Background: an optimization exercise with open tools, aiming at small area and a short achievable clock period. Do not read the settings as production practice. Only simulation tests tie the RTL to the original design; equivalence was not proved. Power and IR drop assume default switching activity.

==> flow/design.v, too long to show whole: its modules and the start of the top module <==
// module adder_tree45: 4165 lines
module adder_tree45 (
    input  logic          i_clk,
    input  logic          i_ena,
    input  logic [719:0]  i_data,
    input  logic [44:0]   i_input_enable,
    output logic [21:0]   o_data
);
  // ...
==> flow/flow/run.sh <==
#!/bin/bash
# Own layout flow: the standard synthesis, then a netlist pass that removes the
# inverters Yosys's full-adder extraction leaves between full adders (full adders
# are self-dual, so each can work on true or complemented signals), then the standard flow's
# standard layout from floorplan on. Ports are buffered with buf_1 cells.
set -euo pipefail
W=$PWD
R=$W/orfs/results/${FLOW_PLATFORM:-sky130hd}/adder_tree45/base
export BUFFER_PORTS_ARGS="-buffer_cell sky130_fd_sc_hd__buf_1"
bash standard.sh "$R/1_2_yosys.v" > "$W/synth.log" 2>&1
cp "$R/1_2_yosys.v" "$W/1_2_yosys_standard.v"
python3 flow/fixinv.py "$W/1_2_yosys_standard.v" "$R/1_2_yosys.v" > "$W/fixinv.log" 2>&1
bash standard.sh > "$W/layout.log" 2>&1
==> flow/flow/fixinv.py <==
#!/usr/bin/env python3
"""Remove inverters around full adders in a flat sky130hd netlist from Yosys.

A full adder is self-dual: FA(~a,~b,~c) = (~sum, ~cout). Yosys's extract_fa leaves
inverters between full adders; this pass chooses, for every full adder, whether it
computes on true or complemented signals (and, for some gates, the gate or its
complement: and2<->nand2, or2<->nor2, xor2<->xnor2), so that as few inverters as
possible remain. The logic function of every register input and output port is kept.

usage: fixinv.py IN.v OUT.v
"""
import re, sys, random, collections

src = open(sys.argv[1]).read()
OUTPINS = {'X', 'Y', 'Q', 'Q_N', 'SUM', 'COUT', 'HI', 'LO'}
P = 'sky130_fd_sc_hd__'
COMPL = {'and2_1': 'nand2_1', 'nand2_1': 'and2_1', 'or2_1': 'nor2_1', 'nor2_1': 'or2_1',
         'xor2_1': 'xnor2_1', 'xnor2_1': 'xor2_1', 'and3_1': 'nand3_1', 'nand3_1': 'and3_1',
         'or3_1': 'nor3_1', 'nor3_1': 'or3_1'}
AREA = {'and2_1': 6.256, 'nand2_1': 3.7536, 'or2_1': 6.256, 'nor2_1': 3.7536, 'xor2_1': 8.7584,
        'xnor2_1': 8.7584, 'and3_1': 6.256, 'nand3_1': 5.0048, 'or3_1': 6.256, 'nor3_1': 5.0048}
INV_AREA = 3.7536

m = re.search(r'^\s*module\s+(\w+)', src, re.M)
body_start = src.index(';', m.end()) + 1
end = src.rindex('endmodule')
body = src[body_start:end]

# statements of the module body
stmts = [s.strip() for s in body.split(';') if s.strip()]
decls, cells = [], []
cell_re = re.compile(r'^(\S+)\s+(\\\S+\s|\S+)\s*\((.*)\)$', re.S)
ports_out = set()
ports_in = set()
for s in stmts:
    w = s.split(None, 1)[0]
    if w in ('wire', 'input', 'output', 'inout', 'reg'):
        decls.append(s)
        if w in ('input', 'output'):
            mm = re.match(r'(input|output)\s*(\[(\d+):(\d+)\])?\s*(\S+)', s)
            names = []
            if mm.group(2):
                hi, lo = int(mm.group(3)), int(mm.group(4))
                for k in range(min(hi, lo), max(hi, lo) + 1):
                    names.append('%s[%d]' % (mm.group(5), k))
            else:
                names.append(mm.group(5))
            (ports_out if w == 'output' else ports_in).update(names)
        continue
    if w == 'assign':
        sys.exit('assign statements are not handled: ' + s[:80])
    mc = cell_re.match(s)
    if not mc:
        sys.exit('cannot parse: ' + s[:120])
    typ, name, pins = mc.group(1), mc.group(2).strip(), mc.group(3)
    conns = [(p, n.strip()) for p, n in re.findall(r'\.(\w+)\(\s*([^()]*?)\s*\)', pins)]
    cells.append([typ, name, conns])

def short(t):
    return t[len(P):] if t.startswith(P) else t

def is_inv(c):
    return short(c[0]).startswith('inv_')

def is_fa(c):
    return short(c[0]).startswith('fa_')

def is_net(n):
    return n and not re.match(r"^\d+'[bh]", n)

driver = {}
for ci, c in enumerate(cells):
    for p, n in c[2]:
        if p in OUTPINS and is_net(n):
            driver[n] = (ci, p)

# inverters that can be absorbed: output not a port
alias = {}   # net -> input net (net == ~input)
absorbed = set()
for ci, c in enumerate(cells):
    if is_inv(c):
        d = dict(c[2])
        if d['Y'] not in ports_out and is_net(d['A']):
            alias[d['Y']] = d['A']
            absorbed.add(ci)

def root(n):
    q = 0
    while n in alias:
        n = alias[n]; q ^= 1
    return n, q

# loads: (cell index, pin index, root, parity)
loads = collections.defaultdict(list)
for ci, c in enumerate(cells):
    if ci in absorbed:
        continue
    for pi, (p, n) in enumerate(c[2]):
        if p in OUTPINS or not is_net(n):
            continue
        r, q = root(n)
        loads[r].append((ci, pi, q))
roots = sorted(loads.keys())
for n in ports_out:
    r, q = root(n)
    if n in alias:
        sys.exit('absorbed inverter drives port')

# variables
var_of_cell = {}
nvars = 0
locked = set()
for ci, c in enumerate(cells):
    if ci in absorbed:
        continue
    if is_fa(c) or short(c[0]) in COMPL:
        var_of_cell[ci] = nvars; nvars += 1
        for p, n in c[2]:
            if p in OUTPINS and n in ports_out:
                locked.add(nvars - 1)
val = [0] * nvars
# the value a root net carries physically: root XOR avail
def avail(r):
    d = driver.get(r)
    if d is None:
        return 0
    v = var_of_cell.get(d[0])
    return val[v] if v is not None else 0

def need(ci, q):
    v = var_of_cell.get(ci)
    if v is not None and is_fa(cells[v and ci or ci]):
        return q ^ val[v]
    return q

def root_cost(r):
    a = avail(r)
    for ci, pi, q in loads.get(r, ()):
        if need(ci, q) != a:
            return INV_AREA
    return 0.0

def cell_cost(ci):
    c = cells[ci]; t = short(c[0])
    if t in COMPL:
        return AREA[COMPL[t]] if val[var_of_cell[ci]] else AREA[t]
    return 0.0

# roots touched by each variable: its output roots and its input roots
touch = collections.defaultdict(set)
for ci, v in var_of_cell.items():
    for p, n in cells[ci][2]:
        if not is_net(n):
            continue
        if p in OUTPINS:
            touch[v].add(n)
        elif is_fa(cells[ci]):
            touch[v].add(root(n)[0])

def total():
    return sum(root_cost(r) for r in roots) + sum(cell_cost(ci) for ci in var_of_cell)

cell_of_var = {v: ci for ci, v in var_of_cell.items()}
def local(v):
    return sum(root_cost(r) for r in touch[v]) + cell_cost(cell_of_var[v])

before = total()
# Parity union-find: satisfy as many edge constraints (no inverter) as possible,
# heaviest first; node 'G' stands for every fixed-polarity pin.
parent = {}; par = {}
def find(x):
    if x not in parent:
        parent[x] = x; par[x] = 0
    if parent[x] == x:
        return x, 0
    r, p = find(parent[x])
    parent[x] = r; par[x] ^= p
    return r, par[x]
def union(a, b, q):
    (ra, pa), (rb, pb) = find(a), find(b)
    if ra == rb:
        return (pa ^ pb) == q
    if rb == 'G':
        ra, rb, pa, pb = rb, ra, pb, pa
    parent[rb] = ra; par[rb] = pa ^ pb ^ q
    return True
edges = []
def node(ci):
    v = var_of_cell.get(ci)
    return v if v is not None else 'G'
for r in sorted(roots):
    d = driver.get(r)
    src_node = node(d[0]) if d else 'G'
    for ci, pi, q in loads[r]:
        dst = var_of_cell.get(ci)
        dst_node = dst if (dst is not None and is_fa(cells[ci])) else 'G'
        if src_node == 'G' and dst_node == 'G':
            continue
        edges.append((INV_AREA / max(1, len(loads[r])), src_node, dst_node, q))
for ci, v in var_of_cell.items():
    t = short(cells[ci][0])
    if t in COMPL:
        w = AREA[t] - AREA[COMPL[t]]
        edges.append((abs(w), v, 'G', 1 if w > 0 else 0))
    if v in locked:
        edges.append((1e9, v, 'G', 0))
# 1) join full adders along their connections; 2) give each joined group the
# polarity that its fixed-polarity neighbours (registers, gates, ports) prefer.
gedges = []
for w, a, b, q in edges:
    if a == 'G' or b == 'G':
        gedges.append((w, b if a == 'G' else a, q))
    else:
        union(a, b, q)
comp_cost = collections.defaultdict(lambda: [0.0, 0.0])
for w, v, q in gedges:
    r, p = find(v)
    comp_cost[r][p ^ q ^ 1] += w
for v in range(nvars):
    r, p = find(v)
    cc = comp_cost[r]
    flip = 0 if cc[0] <= cc[1] else 1
    val[v] = p ^ flip
mid = total()
pass
rng = random.Random(1)
order = list(range(nvars))
best = before
for it in range(50):
    rng.shuffle(order)
    improved = False
    for v in order:
        if v in locked:
            continue
        c0 = local(v)
        val[v] ^= 1
        c1 = local(v)
        if c1 < c0 - 1e-9:
            improved = True
        else:
            val[v] ^= 1
    if not improved:
        break
after = total()

# rewrite
new_cells = []
new_wires = []
inv_net = {}
k = 0
def phys(r, t):
    """net carrying root r with polarity t"""
    global k
    if t == avail(r):
        return r
    if r not in inv_net:
        k += 1
        nn = '_fxinvn%d_' % k
        new_wires.append(nn)
        new_cells.append([P + 'inv_1', '_fxinv_%d_' % k, [('A', r), ('Y', nn)]])
        inv_net[r] = nn
    return inv_net[r]

out_cells = []
for ci, c in enumerate(cells):
    if ci in absorbed:
        continue
    typ = c[0]
    v = var_of_cell.get(ci)
    if v is not None and short(typ) in COMPL and val[v]:
        typ = P + COMPL[short(typ)]
    swapped = typ != c[0]
    conns = []
    for pi, (p, n) in enumerate(c[2]):
        if p in OUTPINS or not is_net(n):
            if swapped and p in ('X', 'Y'):
                p = 'Y' if p == 'X' else 'X'
            conns.append((p, n)); continue
        r, q = root(n)
        t = q ^ val[v] if (v is not None and is_fa(c)) else q
        conns.append((p, phys(r, t)))
    out_cells.append([typ, c[1], conns])
out_cells += new_cells

# physical nets of flipped drivers keep their names; they now carry the complement,
# which is accounted for above via avail(). Write the netlist.
o = [src[:body_start]]
for d in decls:
    o.append('  %s;' % d)
for w in new_wires:
    o.append('  wire %s;' % w)
for typ, name, conns in out_cells:
    nm = name if not name.startswith('\\') else name + ' '
    o.append('  %s %s (\n%s\n  );' % (typ, nm, ',\n'.join('    .%s(%s)' % (p, n) for p, n in conns)))
o.append('endmodule\n')
open(sys.argv[2], 'w').write('\n'.join(o))
ninv_before = sum(1 for c in cells if is_inv(c))
ninv_after = sum(1 for c in out_cells if short(c[0]).startswith('inv_'))
print('fixinv: inverters %d -> %d, cost %.1f -> %.1f, flipped %d of %d' %
      (ninv_before, ninv_after, before, after, sum(val), nvars), file=sys.stderr)
==> flow/standard.sh <==
#!/bin/bash
# synth_recipe.tcl (not shown) runs the flow's synth.tcl, then flattens the netlist and writes it again
# the make line also repeats each setting of config.mk as NAME=value (left out here)
make -C /OpenROAD-flow-scripts/flow DESIGN_CONFIG=/design/flow/config.mk WORK_HOME=/design/flow/orfs CLKGATE_MAP_FILE= SYNTH_SCRIPT=/design/flow/synth_recipe.tcl "${@:-finish}"
==> flow/config.mk <==
export PLATFORM = sky130hd
export DESIGN_NAME = adder_tree45
export DESIGN_NICKNAME = adder_tree45
export VERILOG_FILES = /design/flow/design.v
export SDC_FILE = /design/flow/constraint.sdc
export NUM_CORES = 4
export LEC_CHECK = 0
export CAP_MARGIN = 20
export CORE_MARGIN = 2
export CORE_UTILIZATION = 40
export SLEW_MARGIN = 20
==> flow/constraint.sdc <==
create_clock -name core_clock -period 5.5 [get_ports {i_clk}]
set_input_delay 1.1000 -clock core_clock [delete_from_list [all_inputs] [get_ports {i_clk}]]
set_output_delay 1.1000 -clock core_clock [all_outputs]
set_load 0.01 [all_outputs]
==> run_results.csv, run 1 <==
group,metric,value,unit
outcome,status,"timing/DRC/antenna clean",
power_and_ir_drop,comb_cell_power,0.0106,W
sta,timing.fmax,272,MHz
finish,nClkBuffers,45,
finish,clk_share,3.85,%
worst_setup_path,critPathArrivalTime,3.92,ns
floorplan,rows,95,
finish,layout_commonest_cell,"buf_1",
power_and_ir_drop,seqPwrFrac,26.8,%
sta,max_slew_margin,22.3,%
detailed_routing,drt_first_pass_iters,6,
worst_setup_path,path_max_fanout,16,
cts,clk_latency,0.54,ns
sta,grt_setup_unrepaired,"false",
detailed_routing,drc,0,
finish,antenna_cells,13,
global_routing,grt_pass1_wl,166000,um
detailed_routing,met1_length,47000,um
floorplan,tap_cells,873,
placed_design,hpwl,94800,um
job,drv_cap,0,
worst_setup_path,setup.worst_path.end,"r1_c10_3",
cts,ctsHoldBuffers,0,
cts,root_buffer,"clkbuf_16",
finish,multi_input_area_share,54.5,%
synth,ys_warn_count,1,
finish,dominant_cells,"multi-input gates",
global_routing,antenna_found_initial,12,
power_and_ir_drop,swShare,42.7,%
cts,cts_setup_buffers,0,
power_and_ir_drop,leakage,10.9,nW
power_and_ir_drop,power_clock,0.00251,W
worst_setup_path,cp_num_cells,5,
worst_setup_path,crit_top_cell,"fa_1",
placed_design,dp_cells,3521,
worst_setup_path,ff2ff_path_depth,8,
finish,numSequentialCells,301,
worst_setup_path,critPathBufInv,1,
power_and_ir_drop,ir_drop,514,uV
power_and_ir_drop,comb_power_share,59.2,%
sta,setup_ws,1.82,ns
finish,seq_share,28.2,%
synth,avgSynthCellArea,14.0,sq um
==> run 2, diff against run 1 <==
--- a/flow/config.mk
+++ b/flow/config.mk
@@ -10,2 +10,3 @@
 export CORE_UTILIZATION = 40
+export SETUP_SLACK_MARGIN = 2.3
 export SLEW_MARGIN = 20
==> run_results.csv, run 2 <==
group,metric,value,unit
cts,clk_pin_slew,0.06,ns
detailed_routing,drtIter0Drc,1991,
global_routing,grt_util_all_layers,35.6,%
floorplan,initial_core_util,40.3,%
sta,setup_ws,2.26,ns
floorplan,design.die.area,0.0696,sq mm
finish,drive_gt1_share,4.64,%
sta,max_slew_margin,41.8,%
cts,cts_inserted_buffers,38,
detailed_routing,drc,0,
worst_setup_path,cp-start-kind,"input port",
job,drv_cap,0,
sta,timing.fmax,309,MHz
outcome,status,"timing/DRC/antenna clean",
sta,timing.final.crit_share,58.8,%
floorplan,die_x,264,um
synth,syn_nets,3412,
finish,layout_commonest_cell,"buf_1",
global_routing,grt_pass1_wl,168000,um
cts,cts_sinks,301,
min_path,worstHoldEndpoint,"r3_o0",
finish,layout_common_cells,"buf_1, fa_1, nand2_1",
power_and_ir_drop,powerDensity,578,mW/mm^2
global_routing,grt_max_degree,149,
synth,syn_inst,1927,
detailed_routing,ant_nets,0,
worst_setup_path,cp_cell_sequence,"buf_2 -> nand2_1 -> fa_1 -> fa_1 -> fa_1",
global_routing,grt_pass1_vias,22600,
placed_design,place_area,0.0308,sq mm
power_and_ir_drop,pwr-share-clk,13.9,%
worst_setup_path,slowest_stage,"buf_2",
finish,finalInstanceArea,0.0324,sq mm
floorplan,rows,95,
floorplan,num_io_pins,789,
synth,avgSynthCellArea,14.0,sq um
cts,ctsHoldBuffers,0,
global_routing,grt-ovfl-total,0,
placed_design,dpl_worst_slack,1.28,ns
worst_setup_path,reg2reg_from,"r2_c9_0",
worst_setup_path,ff2ff_path_depth,8,
worst_setup_path,crit_top_cell,"fa_1",
min_path,whs_path_depth,1,
global_routing,antenna_found_initial,13,
min_path,holdCritStartpoint,"r2_c0_0",
detailed_routing,via_count,19900,
detailed_routing,drt-total-wl,122000,um
sta,period_needed,3.24,ns
synth,ys_warn_count,1,
sta,hold_viol,0,
sta,finalSetupViolCount,0,
worst_setup_path,r2r-end,"r3_o18",
detailed_routing,routed.top_layer,"met5",
worst_setup_path,path_max_fanout,16,
worst_setup_path,cpPeakStageDelay,0.60,ns
finish,nNetsFinal,4171,
min_path,hp-class,"register to register",
power_and_ir_drop,ir_drop,653,uV
worst_setup_path,ff2ff_setup_slack,2.36,ns
power_and_ir_drop,power.internal,0.0108,W
sta,grt_setup_unrepaired,"true",
power_and_ir_drop,comb_power_share,60.5,%
floorplan,coreArea,0.0670,sq mm
detailed_routing,wl_per_cell,34.0,um
sta,tightest_slew,0.872,ns
power_and_ir_drop,seqPwrFrac,25.6,%
cts,ctsLongestPathBuffers,3,
power_and_ir_drop,switching_power,0.00792,W
detailed_routing,met2RoutedLength,57400,um
cts,root_buffer,"clkbuf_16",
detailed_routing,met1_length,46600,um
cts,cts_tree,"done",
worst_setup_path,required,5.80,ns
worst_setup_path,critPathArrivalTime,3.54,ns
synth,netlist_area,0.0270,sq mm
sta,clock_skew,0.0333,ns
power_and_ir_drop,swShare,42.3,%
cts,htree_num_levels,2,
power_and_ir_drop,leakage,11.0,nW
worst_setup_path,cp-end-kind,"register",
placed_design,hpwl,96100,um
finish,areaGrowthSynthToFinish,20.0,%
floorplan,die_h,264,um
sta,slew_viol_final,0,
placed_design,io_buffers,788,
sta,whs,0.509,ns
detailed_routing,viasPerCell,5.55,
cts,clk_latency,0.57,ns
sta,final.setup.tns,0,ns
placed_design,place_congestion,0.979,
worst_setup_path,worstSetupPathType,"input port to register",
detailed_routing,wl_met3,11700,um
detailed_routing,drt_first_pass_iters,5,
## run 2: final cells by class
class                           instances  area [sq um]
Tap cell                              873          1090
Inverter                               32           120
Clock buffer                           44           995
Timing Repair Buffer                  791          3190
Antenna cell                            9          22.5
Sequential cell                       301          9040
Fill cell                            6189         34600
Multi-Input combinational cell       1522         17700
Clock inverter                         23           292
## run 2: layer usage
metal / GRT usage [%] / vias to the layer above
met2: 56.9 / 1418
met1: 46.9 / 10600
met4: 16.1 / 10
li1: - / 7677
met5: 1.04 / -
met3: 7.57 / 283
## run 2: power by group through the flow
stage / clock [W] / sequential (W) / combinational (W)
2_1_floorplan: 0 / 0.00465 / 0.00671
3_3_place_gp: 0 / 0.00484 / 0.0103
3_5_place_dp: 0 / 0.00485 / 0.0105
4_1_cts: 0.00265 / 0.00481 / 0.0111
5_1_grt: 0.00273 / 0.00488 / 0.0127
6_report: 0.00260 / 0.00480 / 0.0113
## run 2: worst max-delay path: cells and delay by family
kind | cells | cell delay [ns]
buf+inv | 1 | 0.60
fa+ha+maj | 3 | 1.59
simple gates | 1 | 0.24
## run 2: how the worst max path moves through the flow
stage / startpoint / end / slack (ns) / depth (start not counted)
after floorplan: i_input_enable[10] / r1_c15_13 / 2.31 / 6
after global placement: i_input_enable[17] / r1_c10_3 / 1.29 / 5
after detailed placement: i_input_enable[17] / r1_c10_3 / 1.28 / 5
after CTS: r2_c6_0 / r3_o18 / 2.19 / 8
after global routing: r2_c17_0 / r3_o20 / 2.27 / 8
final: i_input_enable[6] / r1_c0_2 / 2.26 / 5
## run 2: stage by stage
| stage | util [%] | instances | power (W) |
|---|---|---|---|
| after floorplan | - | 1927 | 0.0114 |
| after global placement | 45.9 | 3518 | 0.0151 |
| after detailed placement | 45.9 | 3518 | 0.0154 |
| after CTS | 48.2 | 3585 | 0.0185 |
| after global routing | 48.3 | 3589 | 0.0203 |
| final | 48.3 | 3595 | 0.0187 |
## run 2: repair_timing
| action | CTS | global route |
|---|---|---|
| gates resized for setup | 52 | 23 |
| buffers inserted | 0 | 1 |
| pin swaps | 2 | 6 |
| endpoints found under the setup margin | 164 | 18 |
==> run 3, diff against run 2 <==
--- a/flow/config.mk
+++ b/flow/config.mk
@@ -10,3 +10,3 @@
 export CORE_UTILIZATION = 40
-export SETUP_SLACK_MARGIN = 2.3
+export SETUP_SLACK_MARGIN = 2.7
 export SLEW_MARGIN = 20
==> run_results.csv, run 3 <==
group,metric,value,unit
detailed_routing,ant_nets,0,
floorplan,die_h,264,um
detailed_routing,drc,0,
detailed_routing,via_count,20100,
detailed_routing,wl_per_cell,33.8,um
placed_design,place_congestion,0.982,
floorplan,die_x,264,um
sta,setup_ws,2.43,ns
placed_design,hpwl,96500,um
sta,timing.final.crit_share,55.7,%
sta,timing.fmax,326,MHz
global_routing,grt_util_all_layers,35.4,%
synth,syn_inst,1927,
floorplan,design.die.area,0.0696,sq mm
outcome,status,"timing/DRC/antenna clean",
sta,tightest_slew,0.964,ns
sta,grt_setup_unrepaired,"true",
placed_design,place_area,0.0322,sq mm
worst_setup_path,crit_top_cell,"a31oi_4",
floorplan,coreArea,0.0670,sq mm
cts,clk_latency,0.55,ns
global_routing,grt_pass1_wl,167000,um
detailed_routing,drtIter0Drc,2032,
worst_setup_path,worstSetupPathType,"register to register",
power_and_ir_drop,powerDensity,584,mW/mm^2
finish,nNetsFinal,4194,
worst_setup_path,cp-start-kind,"register",
worst_setup_path,cp-end-kind,"register",
finish,layout_common_cells,"buf_1, nand2_1, fa_2",
finish,drive_gt1_share,25.0,%
global_routing,antenna_found_initial,11,
synth,ys_warn_count,1,
cts,ctsLongestPathBuffers,3,
floorplan,num_io_pins,789,
sta,slew_viol_final,0,
worst_setup_path,cpPeakStageDelay,0.48,ns
sta,finalSetupViolCount,0,
worst_setup_path,slowest_stage,"fa_1",
finish,layout_commonest_cell,"buf_1",
worst_setup_path,cp_cell_sequence,"fa_1 -> fa_2 -> ha_4 -> a31oi_4 -> a22o_1 -> a32o_2 -> or3_4 -> a31oi_4",
placed_design,dpl_worst_slack,1.28,ns
power_and_ir_drop,ir_drop,593,uV
detailed_routing,viasPerCell,5.55,
placed_design,dp_cells,3525,
finish,finalInstanceArea,0.0349,sq mm
sta,clock_skew,0.0111,ns
floorplan,rows,95,
min_path,hp-class,"register to register",
worst_setup_path,critPathArrivalTime,3.43,ns
worst_setup_path,path_max_fanout,4,
sta,hold_viol,0,
detailed_routing,drt_first_pass_iters,5,
sta,period_needed,3.07,ns
global_routing,grt_pass1_vias,23200,
finish,fin_cells,3612,
worst_setup_path,required,5.87,ns
cts,root_buffer,"clkbuf_16",
cts,cts_sinks,301,
synth,avgSynthCellArea,14.0,sq um
detailed_routing,drt-total-wl,122000,um
cts,clk_pin_slew,0.06,ns
cts,cts_tree,"done",
cts,cts_inserted_buffers,37,
floorplan,initial_core_util,40.3,%
sta,final.setup.tns,0,ns
sta,max_slew_margin,35.7,%
placed_design,io_buffers,788,
power_and_ir_drop,leakage,11.6,nW
synth,netlist_area,0.0270,sq mm
global_routing,grt-ovfl-total,0,
power_and_ir_drop,total_power,0.0204,W
synth,syn_nets,3412,
global_routing,grt_max_degree,128,
job,drv_cap,0,
cts,htree_num_levels,2,
finish,areaGrowthSynthToFinish,29.2,%
[run 3: routing by layer]
metal  global-route usage, %  wire [um]
met4                    15.0       6500
met5                   0.832        115
met3                    10.7      12800
met1                    45.4      45800
met2                    56.2      56800
[run 3: final timing paths]
path | start | end | slack, ns | cells after the start
worst min-delay path | r2_c0_0 | r3_o0 | 0.51 | 1
worst min register to register | r2_c0_0 | r3_o0 | 0.51 | 1
worst max register to register | r2_c6_0 | r3_o18 | 2.43 | 8
worst max-delay path | r2_c6_0 | r3_o18 | 2.43 | 8
[run 3: cell type report]
class,instances,area (sq um)
Sequential cell,301,9040
Inverter,32,120
Tap cell,873,1090
Clock inverter,20,209
Clock buffer,43,948
Antenna cell,6,15.0
Multi-Input combinational cell,1522,19400
Timing Repair Buffer,815,4070
Fill cell,5824,32100
[run 3: what timing repair did]
item / CTS / global route
buffers inserted: 11 / 5
pin swaps: 38 / 29
resized for setup: 234 / 30
cloned: 1 / 1
endpoints found under the setup margin: 231 / 36
hold buffers: 0 / 0
[run 3: through the flow]
step	hold WS [ns]	util, %
3_5_place_dp	0.508	48.1
2_1_floorplan	0.487	-
3_3_place_gp	0.494	48.1
6_report	0.515	52.1
4_1_cts	0.514	51.8
5_1_grt	0.520	52.0
[run 3: worst max-delay path, delay by kind of cell (launching register included)]
family,cells,cell delay (ns)
flops,1,0.45
fa+ha+maj,3,1.18
simple gates,1,0.35
compound gates,4,0.90
[run 3: report_power, final]
group | switching (W) | internal, W | total (W) | leakage (nW)
clock network | 0.000973 | 0.00142 | 0.00239 | 0.552
logic | 0.00709 | 0.00607 | 0.0132 | 8.05
registers | 0.000488 | 0.00434 | 0.00483 | 2.96
==> run 4, diff against run 3 <==
--- a/flow/config.mk
+++ b/flow/config.mk
@@ -10,3 +10,4 @@
 export CORE_UTILIZATION = 40
-export SETUP_SLACK_MARGIN = 2.7
+export CTS_BUF_LIST = sky130_fd_sc_hd__clkbuf_4 sky130_fd_sc_hd__clkbuf_8
+export SETUP_SLACK_MARGIN = 2.5
 export SLEW_MARGIN = 20
==> run_results.csv, run 4 <==
group,metric,value,unit
global_routing,grt_pass1_vias,22700,
power_and_ir_drop,powerDensity,592,mW/mm^2
synth,syn_nets,3412,
finish,drive_gt1_share,9.92,%
worst_setup_path,crit_top_cell,"fa_1",
worst_setup_path,cp-start-kind,"input port",
global_routing,grt_max_degree,93,
sta,timing.final.crit_share,56.2,%
detailed_routing,drc,0,
cts,clk_pin_slew,0.07,ns
sta,slew_viol_final,0,
placed_design,place_congestion,0.978,
floorplan,die_h,264,um
finish,layout_commonest_cell,"buf_1",
sta,hold_viol,0,
cts,clk_latency,0.65,ns
cts,cts_inserted_buffers,55,
worst_setup_path,slowest_stage,"fa_1",
placed_design,hpwl,98300,um
floorplan,die_x,264,um
floorplan,num_io_pins,789,
worst_setup_path,critPathTopFamily,"adder cells",
power_and_ir_drop,leakage,11.0,nW
sta,grt_setup_unrepaired,"true",
global_routing,grt_util_all_layers,35.7,%
worst_setup_path,ff2ff_setup_slack,2.43,ns
sta,final.setup.tns,0,ns
synth,syn_inst,1927,
power_and_ir_drop,ir_drop,593,uV
global_routing,grt_pass1_wl,169000,um
cts,cts_tree,"done",
min_path,hp-class,"register to register",
detailed_routing,viasPerCell,5.49,
detailed_routing,via_count,20000,
floorplan,design.die.area,0.0696,sq mm
worst_setup_path,critPathArrivalTime,3.46,ns
worst_setup_path,cp_cell_sequence,"clkbuf_4 -> nand2_1 -> fa_1 -> fa_1 -> fa_2",
finish,areaGrowthSynthToFinish,20.8,%
finish,layout_common_cells,"buf_1, nand2_1, fa_1",
worst_setup_path,worstSetupPathType,"input port to register",
sta,clock_skew,0.0469,ns
detailed_routing,ant_nets,0,
finish,nNetsFinal,4204,
worst_setup_path,path_max_fanout,16,
cts,ctsHoldBuffers,0,
detailed_routing,drt_first_pass_iters,6,
cts,ctsLongestPathBuffers,3,
synth,netlist_area,0.0270,sq mm
floorplan,initial_core_util,40.3,%
outcome,status,"timing/DRC/antenna clean",
worst_setup_path,cpPeakStageDelay,0.59,ns
floorplan,coreArea,0.0670,sq mm
cts,root_buffer,"clkbuf_8",
sta,period_needed,3.09,ns
cts,cts_sinks,301,
sta,tightest_slew,1.09,ns
worst_setup_path,cp-end-kind,"register",
worst_setup_path,required,5.86,ns
detailed_routing,drt-total-wl,123000,um
synth,ys_warn_count,1,
sta,whs,0.506,ns
floorplan,rows,95,
global_routing,antenna_found_initial,10,
placed_design,io_buffers,788,
cts,htree_num_levels,2,
synth,avgSynthCellArea,14.0,sq um
detailed_routing,drtIter0Drc,1930,
sta,timing.fmax,324,MHz
detailed_routing,wl_per_cell,33.8,um
sta,finalSetupViolCount,0,
global_routing,grt-ovfl-total,0,
worst_setup_path,critPathBufInv,1,
job,drv_cap,0,
sta,max_slew_margin,27.4,%
==> run 4: repair_timing <==
action | in CTS | in global routing
endpoints found under the setup margin | 204 | 38
pin swaps | 12 | 17
buffers inserted | 4 | 6
resized for setup | 84 | 37
==> run 4: path summary, 6_finish.rpt <==
kind,from,end,cells past startpoint
setup / recovery,i_input_enable[33],r1_c2_12,5
hold / removal,r2_c1_0,r3_o1,1
setup reg to reg,r2_c6_0,r3_o18,8
hold reg to reg,r2_c1_0,r3_o1,1
==> run 4: per-stage QoR <==
step | power [W] | worst slack, ns | utilization (%) | cells | cell area [sq um]
3_5_place_dp | 0.0156 | 1.34 | 46.3 | 3525 | 31100
6_report | 0.0193 | 2.41 | 48.7 | 3640 | 32600
2_1_floorplan | 0.0114 | 2.38 | - | 1927 | 27600
5_1_grt | 0.0208 | 2.37 | 48.7 | 3637 | 32600
4_1_cts | 0.0189 | 2.36 | 48.4 | 3629 | 32400
3_3_place_gp | 0.0154 | 1.42 | 46.3 | 3525 | 31100
==> run 4: power breakdown <==
part	switching, W	internal, W
Clock	0.00100	0.00101
Sequential	0.000472	0.00434
Combinational	0.00692	0.00559
Total	0.00839	0.0109
==> run 4: routing by layer <==
layer	GRT usage, %	share of wire (%)	up-vias
met3	8.68	10	302
met2	57.7	47	1386
li1	-	-	7752
met5	0	0.085	-
met4	15.0	4.9	16
met1	46.5	37	10500
==> run 4: worst reg2reg max path, cell delays in order, from the launching register on <==
cell	delay, ns
edfxtp_1	0.39
fa_1	0.53
fa_2	0.38
ha_4	0.31
a31oi_4	0.09
a22o_1	0.25
a32o_2	0.31
or3_4	0.34
a31oi_4	0.28
==> run 4: final cells by class <==
| class | instances | area, sq um |
|---|---|---|
| Inverter | 32 | 120 |
| Multi-Input combinational cell | 1522 | 18000 |
| Timing Repair Buffer | 807 | 3320 |
| Clock inverter | 35 | 165 |
| Fill cell | 6226 | 34400 |
| Tap cell | 873 | 1090 |
| Antenna cell | 5 | 12.5 |
| Clock buffer | 65 | 832 |
| Sequential cell | 301 | 9040 |
==> run 5, diff against run 4 <==
--- a/flow/config.mk
+++ b/flow/config.mk
@@ -10,3 +10,2 @@
 export CORE_UTILIZATION = 40
-export CTS_BUF_LIST = sky130_fd_sc_hd__clkbuf_4 sky130_fd_sc_hd__clkbuf_8
 export SETUP_SLACK_MARGIN = 2.5
==> run_results.csv, run 5 <==
group,metric,value,unit
placed_design,io_buffers,788,
sta,timing.fmax,322,MHz
detailed_routing,ant_nets,0,
outcome,status,"timing/DRC/antenna clean",
cts,clk_latency,0.55,ns
floorplan,num_io_pins,789,
finish,layout_common_cells,"buf_1, nand2_1, fa_1",
worst_setup_path,required,5.84,ns
floorplan,rows,95,
synth,avgSynthCellArea,14.0,sq um
sta,max_slew_margin,26.6,%
worst_setup_path,critPathArrivalTime,3.44,ns
finish,finish.utilization,49.2,%
synth,syn_nets,3412,
detailed_routing,drtIter0Drc,2330,
cts,cts_tree,"done",
power_and_ir_drop,comb_power_share,64.0,%
global_routing,grt_pass1_vias,22700,
detailed_routing,drt_first_pass_iters,6,
finish,drive_gt1_share,9.46,%
global_routing,antenna_found_initial,12,
finish,layout_commonest_cell,"buf_1",
sta,finalSetupViolCount,0,
power_and_ir_drop,ir_drop,609,uV
global_routing,grt_max_degree,93,
detailed_routing,drt-total-wl,123000,um
global_routing,grt_util_all_layers,35.6,%
finish,nNetsFinal,4189,
finish,areaGrowthSynthToFinish,22.1,%
sta,grt_setup_unrepaired,"true",
sta,slew_viol_final,0,
worst_setup_path,critPathLaunch,"r2_c6_0",
power_and_ir_drop,total_power,0.0197,W
min_path,holdCritStartpoint,"r2_c1_0",
finish,finalInstanceArea,0.0330,sq mm
detailed_routing,wl_per_cell,34.0,um
worst_setup_path,cp-start-kind,"register",
sta,timing.final.crit_share,56.4,%
global_routing,grt_pass1_wl,168000,um
sta,clock_skew,0.0258,ns
power_and_ir_drop,power.internal,0.0114,W
min_path,hp-class,"register to register",
floorplan,design.die.area,0.0696,sq mm
cts,cts_sinks,301,
detailed_routing,drc,0,
sta,tightest_slew,1.10,ns
worst_setup_path,path_max_fanout,4,
floorplan,coreArea,0.0670,sq mm
sta,hold_viol,0,
power_and_ir_drop,pwr-share-clk,11.7,%
floorplan,die_h,264,um
power_and_ir_drop,switching_power,0.00837,W
sta,period_needed,3.10,ns
floorplan,die_x,264,um
placed_design,place_area,0.0311,sq mm
floorplan,initial_core_util,40.3,%
worst_setup_path,reg2reg_from,"r2_c6_0",
placed_design,place_congestion,0.978,
power_and_ir_drop,seqPwrFrac,24.4,%
placed_design,hpwl,98300,um
detailed_routing,viasPerCell,5.51,
cts,cts_inserted_buffers,37,
cts,ctsLongestPathBuffers,3,
cts,htree_num_levels,2,
power_and_ir_drop,swShare,42.4,%
synth,ys_warn_count,1,
cts,clk_pin_slew,0.06,ns
synth,netlist_area,0.0270,sq mm
sta,final.setup.tns,0,ns
global_routing,grt-ovfl-total,0,
worst_setup_path,worstSetupPathType,"register to register",
worst_setup_path,cp-end-kind,"register",
cts,root_buffer,"clkbuf_16",
power_and_ir_drop,leakage,11.1,nW
synth,syn_inst,1927,
job,drv_cap,0,
detailed_routing,via_count,19900,
power_and_ir_drop,powerDensity,598,mW/mm^2
[run 5: worst max-delay path: stages, from the launching register on]
cell and delay [ns]:
edfxtp_1 0.39, fa_1 0.54, fa_2 0.38, ha_4 0.30
a31oi_2 0.11, a22o_1 0.23, a32o_2 0.31, or3_4 0.34
a31oi_4 0.29
[run 5: layout make-up]
cell class / instances / area (sq um)
antenna: 5 / 12.5
sequential: 301 / 9040
clock inverter: 14 / 110
multi-input combinational: 1522 / 18100
tap: 873 / 1090
timing repair buffer: 810 / 3510
fill: 6152 / 34100
inverter: 32 / 120
clock buffer: 47 / 1010
[run 5: metrics by stage]
stage / instances / hold WS [ns] / setup WS [ns]
floorplan: 1927 / 0.487 / 2.38
global placement: 3525 / 0.491 / 1.42
detailed placement: 3525 / 0.494 / 1.34
CTS: 3593 / 0.513 / 2.40
global route: 3600 / 0.528 / 2.35
finish: 3604 / 0.515 / 2.40
[run 5: power groups by stage]
stage	registers [W]	clock network [W]	logic [W]
final	0.00481	0.00231	0.0126
after floorplan	0.00465	0	0.00676
after CTS	0.00481	0.00235	0.0122
after global placement	0.00484	0	0.0106
after global routing	0.00489	0.00244	0.0139
after detailed placement	0.00485	0	0.0108
[run 5: per-layer routing]
| layer | up-vias | track usage (%) | routed length [um] |
|---|---|---|---|
| li1 | 7697 | - | - |
| met1 | 10400 | 46.0 | 45900 |
| met2 | 1370 | 57.4 | 57500 |
| met3 | 332 | 9.14 | 12600 |
| met4 | 14 | 15.2 | 6430 |
| met5 | - | 0 | 195 |
[run 5: worst paths after layout]
| path | slack [ns] | cells after the start | to |
|---|---|---|---|
| hold reg to reg | 0.51 | 1 | r3_o1 |
| setup reg to reg | 2.40 | 8 | r3_o18 |
| hold / removal | 0.51 | 1 | r3_o1 |
| setup / recovery | 2.40 | 8 | r3_o18 |
[run 5: timing repair]
item | CTS | global route
gates resized for setup | 119 | 39
hold buffers | 0 | 0
endpoints found under the setup margin | 206 | 26
pin swaps | 17 | 23
buffers inserted | 7 | 6
==> run 6, diff against run 5 <==
--- a/flow/flow/fixinv.py
+++ b/flow/flow/fixinv.py
@@ -288,3 +288,3 @@
 for d in decls:
-    o.append('  %s;' % d)
+    o.append('  %s ;' % d)
 for w in new_wires:
@@ -293,3 +293,3 @@
     nm = name if not name.startswith('\\') else name + ' '
-    o.append('  %s %s (\n%s\n  );' % (typ, nm, ',\n'.join('    .%s(%s)' % (p, n) for p, n in conns)))
+    o.append('  %s %s (\n%s\n  );' % (typ, nm, ',\n'.join('    .%s(%s)' % (p, n + ' ' if n.startswith('\\') else n) for p, n in conns)))
 o.append('endmodule\n')
--- a/flow/config.mk
+++ b/flow/config.mk
@@ -10,3 +10,4 @@
 export CORE_UTILIZATION = 40
-export SETUP_SLACK_MARGIN = 2.5
+export SETUP_SLACK_MARGIN = 2.6
 export SLEW_MARGIN = 20
+export TNS_END_PERCENT = 10
==> run_results.csv, run 6 <==
group,metric,value,unit
outcome,status,"timing/DRC/antenna clean",
placed_design,dpl_worst_slack,1.36,ns
worst_setup_path,worstSetupPathType,"register to register",
cts,ctsLongestPathBuffers,3,
worst_setup_path,critPathArrivalTime,3.33,ns
sta,finalSetupViolCount,0,
worst_setup_path,cpPeakStageDelay,0.53,ns
worst_setup_path,cp-start-kind,"register",
power_and_ir_drop,powerDensity,609,mW/mm^2
floorplan,design.die.area,0.0696,sq mm
synth,netlist_area,0.0270,sq mm
detailed_routing,drtIter0Drc,1905,
sta,grt_setup_unrepaired,"true",
synth,ys_warn_count,1,
global_routing,grt_max_degree,94,
finish,regArea,0.00904,sq mm
cts,cts_tree,"done",
min_path,whs_path_depth,1,
floorplan,die_x,264,um
finish,layout_common_cells,"buf_1, nand2_1, fa_1",
finish,fillers,6066,
floorplan,initial_core_util,40.3,%
finish,fin_cells,3611,
power_and_ir_drop,swShare,42.5,%
sta,slew_viol_final,0,
detailed_routing,ant_nets,0,
global_routing,grt-ovfl-total,0,
global_routing,antenna_found_initial,15,
sta,final.setup.tns,0,ns
power_and_ir_drop,ir_drop,732,uV
cts,htree_num_levels,2,
global_routing,grt_util_all_layers,35.8,%
placed_design,io_buffers,788,
min_path,worstHoldEndpoint,"r3_o0",
floorplan,num_io_pins,789,
finish,drive_gt1_share,7.76,%
sta,tightest_slew,0.812,ns
cts,cts_inserted_buffers,37,
job,drv_cap,0,
detailed_routing,drt-total-wl,123000,um
floorplan,die_h,264,um
worst_setup_path,r2r-end,"r3_o20",
global_routing,grt_pass1_wl,169000,um
worst_setup_path,critPathBufInv,0,
worst_setup_path,cp_cell_sequence,"fa_1 -> fa_1 -> ha_2 -> nand4_1 -> or3_1 -> o22ai_2 -> xnor2_4",
detailed_routing,wl_per_cell,34.1,um
power_and_ir_drop,leakage,11.2,nW
cts,clk_pin_slew,0.05,ns
synth,avgSynthCellArea,14.0,sq um
cts,cts_sinks,301,
cts,clk_latency,0.55,ns
power_and_ir_drop,power.internal,0.0116,W
worst_setup_path,path_max_fanout,6,
synth,syn_inst,1927,
finish,layout_commonest_cell,"buf_1",
sta,clock_skew,0.0243,ns
sta,period_needed,3.07,ns
worst_setup_path,critPathTopFamily,"adder cells",
sta,max_slew_margin,45.8,%
floorplan,rows,95,
worst_setup_path,slowest_stage,"fa_1",
worst_setup_path,ff2ff_path_depth,7,
finish,nNetsFinal,4190,
sta,whs,0.518,ns
worst_setup_path,crit_top_cell,"fa_1",
finish,areaGrowthSynthToFinish,22.7,%
placed_design,place_congestion,0.985,
power_and_ir_drop,seqPwrFrac,23.8,%
power_and_ir_drop,comb_power_share,64.4,%
sta,setup_ws,2.43,ns
floorplan,coreArea,0.0670,sq mm
sta,hold_viol,0,
min_path,holdCritStartpoint,"r2_c0_0",
finish,multiInputGateArea,0.0180,sq mm
worst_setup_path,required,5.76,ns
detailed_routing,drt_first_pass_iters,6,
synth,syn_nets,3412,
cts,ctsHoldBuffers,0,
min_path,hp-class,"register to register",
power_and_ir_drop,switching_power,0.00858,W
detailed_routing,viasPerCell,5.55,
placed_design,hpwl,98000,um
worst_setup_path,reg2reg_from,"r2_c15_2",
worst_setup_path,cp-end-kind,"register",
detailed_routing,via_count,20000,
global_routing,grt_pass1_vias,22900,
detailed_routing,drc,0,
cts,root_buffer,"clkbuf_16",
sta,timing.final.crit_share,55.8,%
power_and_ir_drop,pwr-share-clk,11.9,%
placed_design,dp_cells,3527,
worst_setup_path,ff2ff_setup_slack,2.43,ns
sta,timing.fmax,326,MHz
## run 6: worst reg2reg max path, cell delays in order (launching register included)
cell and delay (ns):
edfxtp_1 0.39, fa_1 0.53, fa_1 0.42, ha_2 0.43, nand4_1 0.19, or3_1 0.44
o22ai_2 0.22, xnor2_4 0.16
## run 6: routing by layer
layer / global-route usage, % / routed length [um] / vias up
li1: - / - / 7710
met1: 45.9 / 46300 / 10500
met2: 55.6 / 56400 / 1416
met3: 9.27 / 12300 / 346
met4: 20.2 / 8300 / 8
met5: 0 / 55 / -
## run 6: power by group through the flow
stage / Sequential, W / Combinational [W] / Clock, W
after floorplan: 0.00465 / 0.00673 / 0
after global placement: 0.00483 / 0.0106 / 0
after detailed placement: 0.00484 / 0.0108 / 0
after CTS: 0.00480 / 0.0127 / 0.00244
after global routing: 0.00488 / 0.0143 / 0.00253
final: 0.00480 / 0.0130 / 0.00240
## run 6: through the flow
stage               util [%]  instance area [sq um]  power (W)
detailed placement      46.2                  31000     0.0156
global placement        46.2                  31000     0.0154
finish                  49.4                  33100     0.0202
floorplan                  -                  27300     0.0114
CTS                     49.2                  33000     0.0199
global route            49.4                  33100     0.0217
## run 6: worst max path at each step
stage                             from         to  slack [ns]  depth (start not counted)
floorplan           i_input_enable[10]  r1_c15_13        2.38                          6
global placement    i_input_enable[25]   r1_c2_12        1.39                          5
detailed placement  i_input_enable[37]  r1_c12_12        1.36                          5
CTS                            r2_c6_2     r3_o18        2.46                          8
global route                   r2_c6_2     r3_o18        2.36                          8
finish                        r2_c15_2     r3_o20        2.43                          7
## run 6: area by class of cell
class                      count  area share [%]
multi-input combinational   1522            54.4
tap                          873            3.30
antenna                        7          0.0528
sequential                   301            27.3
clock buffer                  45            2.88
timing repair buffer         811            11.2
clock inverter                20           0.604
inverter                      32           0.362
## run 6: what timing repair did
item | CTS | global route
endpoints found under the setup margin | 220 | 101
buffers inserted | 10 | 2
pin swaps | 27 | 5
gates resized for setup | 154 | 31
hold endpoints to repair | 0 | 0

## separate check: timing with driven ports
The flow's constraints put no driver on any port. The routed layouts listed below were extracted and timed again, unchanged, in two steps. Step 1: set_driving_cell puts a clkbuf_16 on i_clk and a buf_2 on each other input, an assumption about the parent block. Step 2 moves the port delays by t, midway between the first and last clock arrival at a register: inputs arrive t later, outputs are due t later. That takes back most of the time a late clock gives input paths. a / b / c = ideal / step 1 / step 2; a / b = the first two.
| run | shift t [ns] | slack for setup (ns) | hold slack, ns |
|---|---|---|---|
| run 1 | 0.587 | 1.817 / 1.839 / 1.252 | 0.512 / 0.512 / 0.512 |
| run 2 | 0.609 | 2.264 / 2.294 / 1.685 | 0.509 / 0.509 / 0.509 |
| run 3 | 0.603 | 2.435 / 2.435 / 2.038 | 0.515 / 0.515 / 0.515 |
| run 4 | 0.673 | 2.409 / 2.425 / 1.752 | 0.506 / 0.506 / 0.506 |
| run 5 | 0.585 | 2.398 / 2.398 / 1.910 | 0.515 / 0.515 / 0.515 |
| run 6 | 0.585 | 2.433 / 2.433 / 1.900 | 0.518 / 0.518 / 0.518 |
After both steps setup and hold are still met in every run listed. For run 4, which loses most, drivers alone change the setup slack by +0.016 ns; drivers and shift together by -0.657 ns.
